Context: an optimization exercise on an open-source flow, tuned for a short achievable clock period and few clock cycles per item. The choices shown serve that exercise and are no tape-out recipe. The clock port is modelled as an ideal driver, which makes a skipped or thinned clock tree look cheaper than it is; a real chip needs a root buffer or a tree. Power and IR drop assume default switching activity.

## run 1
## uiFDMA
module uiFDMA#
(
parameter  integer         M_AXI_ID_WIDTH			= 3		    ,
parameter  integer         M_AXI_ID			        = 0		    ,
parameter  integer         M_AXI_ADDR_WIDTH			= 32		,
parameter  integer         M_AXI_DATA_WIDTH			= 128		,
parameter  integer		  M_AXI_MAX_BURST_LEN       = 64
)
(
input   wire [M_AXI_ADDR_WIDTH-1 : 0]      fdma_waddr          ,
input                                      fdma_wareq          ,
input   wire [15 : 0]                      fdma_wsize          ,
output                                     fdma_wbusy          ,
input   wire [M_AXI_DATA_WIDTH-1 :0]       fdma_wdata		   ,
output  wire                               fdma_wvalid         ,
input	wire                               fdma_wready		   ,
input   wire [M_AXI_ADDR_WIDTH-1 : 0]      fdma_raddr          ,
input                                      fdma_rareq          ,
input   wire [15 : 0]                      fdma_rsize          ,
output                                     fdma_rbusy          ,
output  wire [M_AXI_DATA_WIDTH-1 :0]       fdma_rdata		   ,
output  wire                               fdma_rvalid         ,
input	wire                               fdma_rready		   ,
  ...
==> flow/config.mk <==
export PLATFORM = sky130hd
export DESIGN_NAME = uiFDMA
export DESIGN_NICKNAME = uiFDMA
export VERILOG_FILES = /design/flow/design.v
export SDC_FILE = /design/flow/constraint.sdc
export NUM_CORES = 4
export LEC_CHECK = 0
export ABC_CLOCK_PERIOD_IN_PS = 1500
export CAP_MARGIN = 20
export CORE_AREA = 10 10 290 290
export DIE_AREA = 0 0 300 300
export SETUP_SLACK_MARGIN = 1.6
export SLEW_MARGIN = 20
==> flow/constraint.sdc <==
create_clock -name core_clock -period 3.3 [get_ports {M_AXI_ACLK}]
set_input_delay 0.6600 -clock core_clock [delete_from_list [all_inputs] [get_ports {M_AXI_ACLK}]]
set_output_delay 0.6600 -clock core_clock [all_outputs]
set_load 0.01 [all_outputs]
standard.sh (not shown) runs the stock make flow with config.mk's settings and CLKGATE_MAP_FILE= SYNTH_SCRIPT=/design/flow/synth_recipe.tcl, a recipe that flattens the netlist after the stock synthesis.
==> flow/flow/run.sh <==
#!/bin/bash
# The standard ORFS layout (the standard.sh) with these changes to how the
# layout is made:
#  - buffer_ports inserts plain buf_4 port buffers instead of the library's
#    smallest buffer (a delay cell);
#  - flow/io.tcl (ORFS's PRE_IO_PLACEMENT_TCL hook) asks the pin placer to keep
#    the pins of each port-to-port path next to each other;
#  - the clock tree is built by flow/my_cts.tcl (ORFS's PRE_CTS_TCL hook, it
#    stands in for TritonCTS): a balanced two-stage tree of clkbuf_16
#    buffers, MY_CTS_ROOTS roots fed by the clock port, each driving leaf
#    buffers that serve compact groups of at most MY_CTS_LEAF flip-flops;
#  - after the last timing repair, flow/fanout_fix.tcl (ORFS's
#    POST_GLOBAL_ROUTE_TCL hook) connects the gate of each port-to-port path
#    straight to its input port's buffer and reroutes those pins.
# Everything else (synthesis, floorplan, power grid, placement, timing repair,
# routing) is the standard flow. The make log goes to standard_flow.log and
# each ORFS step keeps its own log under orfs/logs.
set -euo pipefail
here=$(pwd)
export PRE_IO_PLACEMENT_TCL="$here/flow/io.tcl"
export PRE_CTS_TCL="$here/flow/my_cts.tcl"
export POST_GLOBAL_ROUTE_TCL="$here/flow/fanout_fix.tcl"
export MY_CTS_LEAF=24
export MY_CTS_ROOTS=4
bash standard.sh "BUFFER_PORTS_ARGS=-buffer_cell sky130_fd_sc_hd__buf_4" \
    "PRE_IO_PLACEMENT_TCL=$here/flow/io.tcl" "PRE_CTS_TCL=$here/flow/my_cts.tcl" \
    "POST_GLOBAL_ROUTE_TCL=$here/flow/fanout_fix.tcl" \
    finish > standard_flow.log 2>&1
==> flow/flow/io.tcl <==
# Keep the pins of each combinational port-to-port path together on the die
# edge, so that these paths need no long wires.
set_io_pin_constraint -group -order -pin_names {fdma_rvalid fdma_rready M_AXI_RREADY}
set_io_pin_constraint -group -order -pin_names {fdma_wvalid fdma_wready}
Other scripts of this flow, unchanged in this note and not shown: flow/flow/fanout_fix.tcl, flow/flow/my_cts.tcl
Run 1: no failed stages, no open violations at the end
For run 2, these inputs were changed with respect to run 1:
==> flow/flow/io.tcl <==
# Keep the pins of each combinational port-to-port path together on the die
# edge, so that these paths need no long wires.
set_io_pin_constraint -group -order -pin_names {fdma_rvalid fdma_rready}
set_io_pin_constraint -group -order -pin_names {fdma_wvalid fdma_wready}
--- a/flow/config.mk
+++ b/flow/config.mk
@@ -8,6 +8,6 @@
 export ABC_CLOCK_PERIOD_IN_PS = 1500
 export CAP_MARGIN = 20
-export CORE_AREA = 10 10 290 290
-export DIE_AREA = 0 0 300 300
+export CORE_AREA = 10 10 310 310
+export DIE_AREA = 0 0 320 320
 export SETUP_SLACK_MARGIN = 1.6
 export SLEW_MARGIN = 20
[summary]
Cell leakage power (lower): run 2. Run 2: sequential share of layout area 2.2 points above run 1. Summary of run 2 over run 1: overall power consumption has decreased, design area has decreased, worst slew slack as a fraction of its limit has increased. Compared with run 1, run 2 shows a lower count of buffering cells on the critical path with inverters included.
Edits applied to the flow inputs when going from run 2 to run 3:
--- a/flow/config.mk
+++ b/flow/config.mk
@@ -8,6 +8,6 @@
 export ABC_CLOCK_PERIOD_IN_PS = 1500
 export CAP_MARGIN = 20
-export CORE_AREA = 10 10 310 310
-export DIE_AREA = 0 0 320 320
+export CORE_AREA = 10 10 290 290
+export DIE_AREA = 0 0 300 300
 export SETUP_SLACK_MARGIN = 1.6
 export SLEW_MARGIN = 20
### Flow results
Run 3 and run 2 all finish clean. Run 2 leaves more setup margin than run 3. Higher clock skew was reported by run 3, not run 2. Going from run 2 to run 3, total power of the final layout grows by 4.2%. In the reports for run 3 and run 2, the larger weighted congestion at the end of routability-driven global placement belongs to run 3.
No run of this note included a check of the RTL's function; only the layout flow was run. In every run of this note, the design's own scripts or RTL, not TritonCTS, make the clock network.

[what the ideal ports hide]
In the flow no input, the clock included, has a driving cell. The finished layouts below were timed again as built, in two steps.
Step 1 (the two cells are an assumption about what drives the block):
set clk [get_ports {M_AXI_ACLK}]
set_driving_cell -lib_cell sky130_fd_sc_hd__clkbuf_16 $clk
set_driving_cell -lib_cell sky130_fd_sc_hd__buf_2 [delete_from_list [all_inputs] $clk]
Step 2 adds t to the input delays and takes it off the output delays; t is the mean of the earliest and latest rising clock arrival at the registers after step 1. Input paths then give back, and output paths get back, about the clock's delay inside the block.
Slacks: ideal ports / drivers / drivers and shift; pairs: ideal ports / drivers.
| run | t, ns | slack for setup (ns) | clock arrival spread, ns | cell pins on the clock port's net |
|---|---|---|---|---|
| run 1 | 0.647 | 1.192 / 1.087 / 0.937 | 0.037 / 0.037 | 4 |
| run 2 | 0.628 | 1.542 / 1.331 / 0.928 | 0.019 / 0.018 | 4 |
| run 3 | 0.667 | 1.347 / 1.181 / 0.785 | 0.034 / 0.035 | 4 |
After both steps setup and hold are still met in every run listed. For run 2, which loses most, drivers alone change the setup slack by -0.211 ns; drivers and shift together by -0.614 ns.
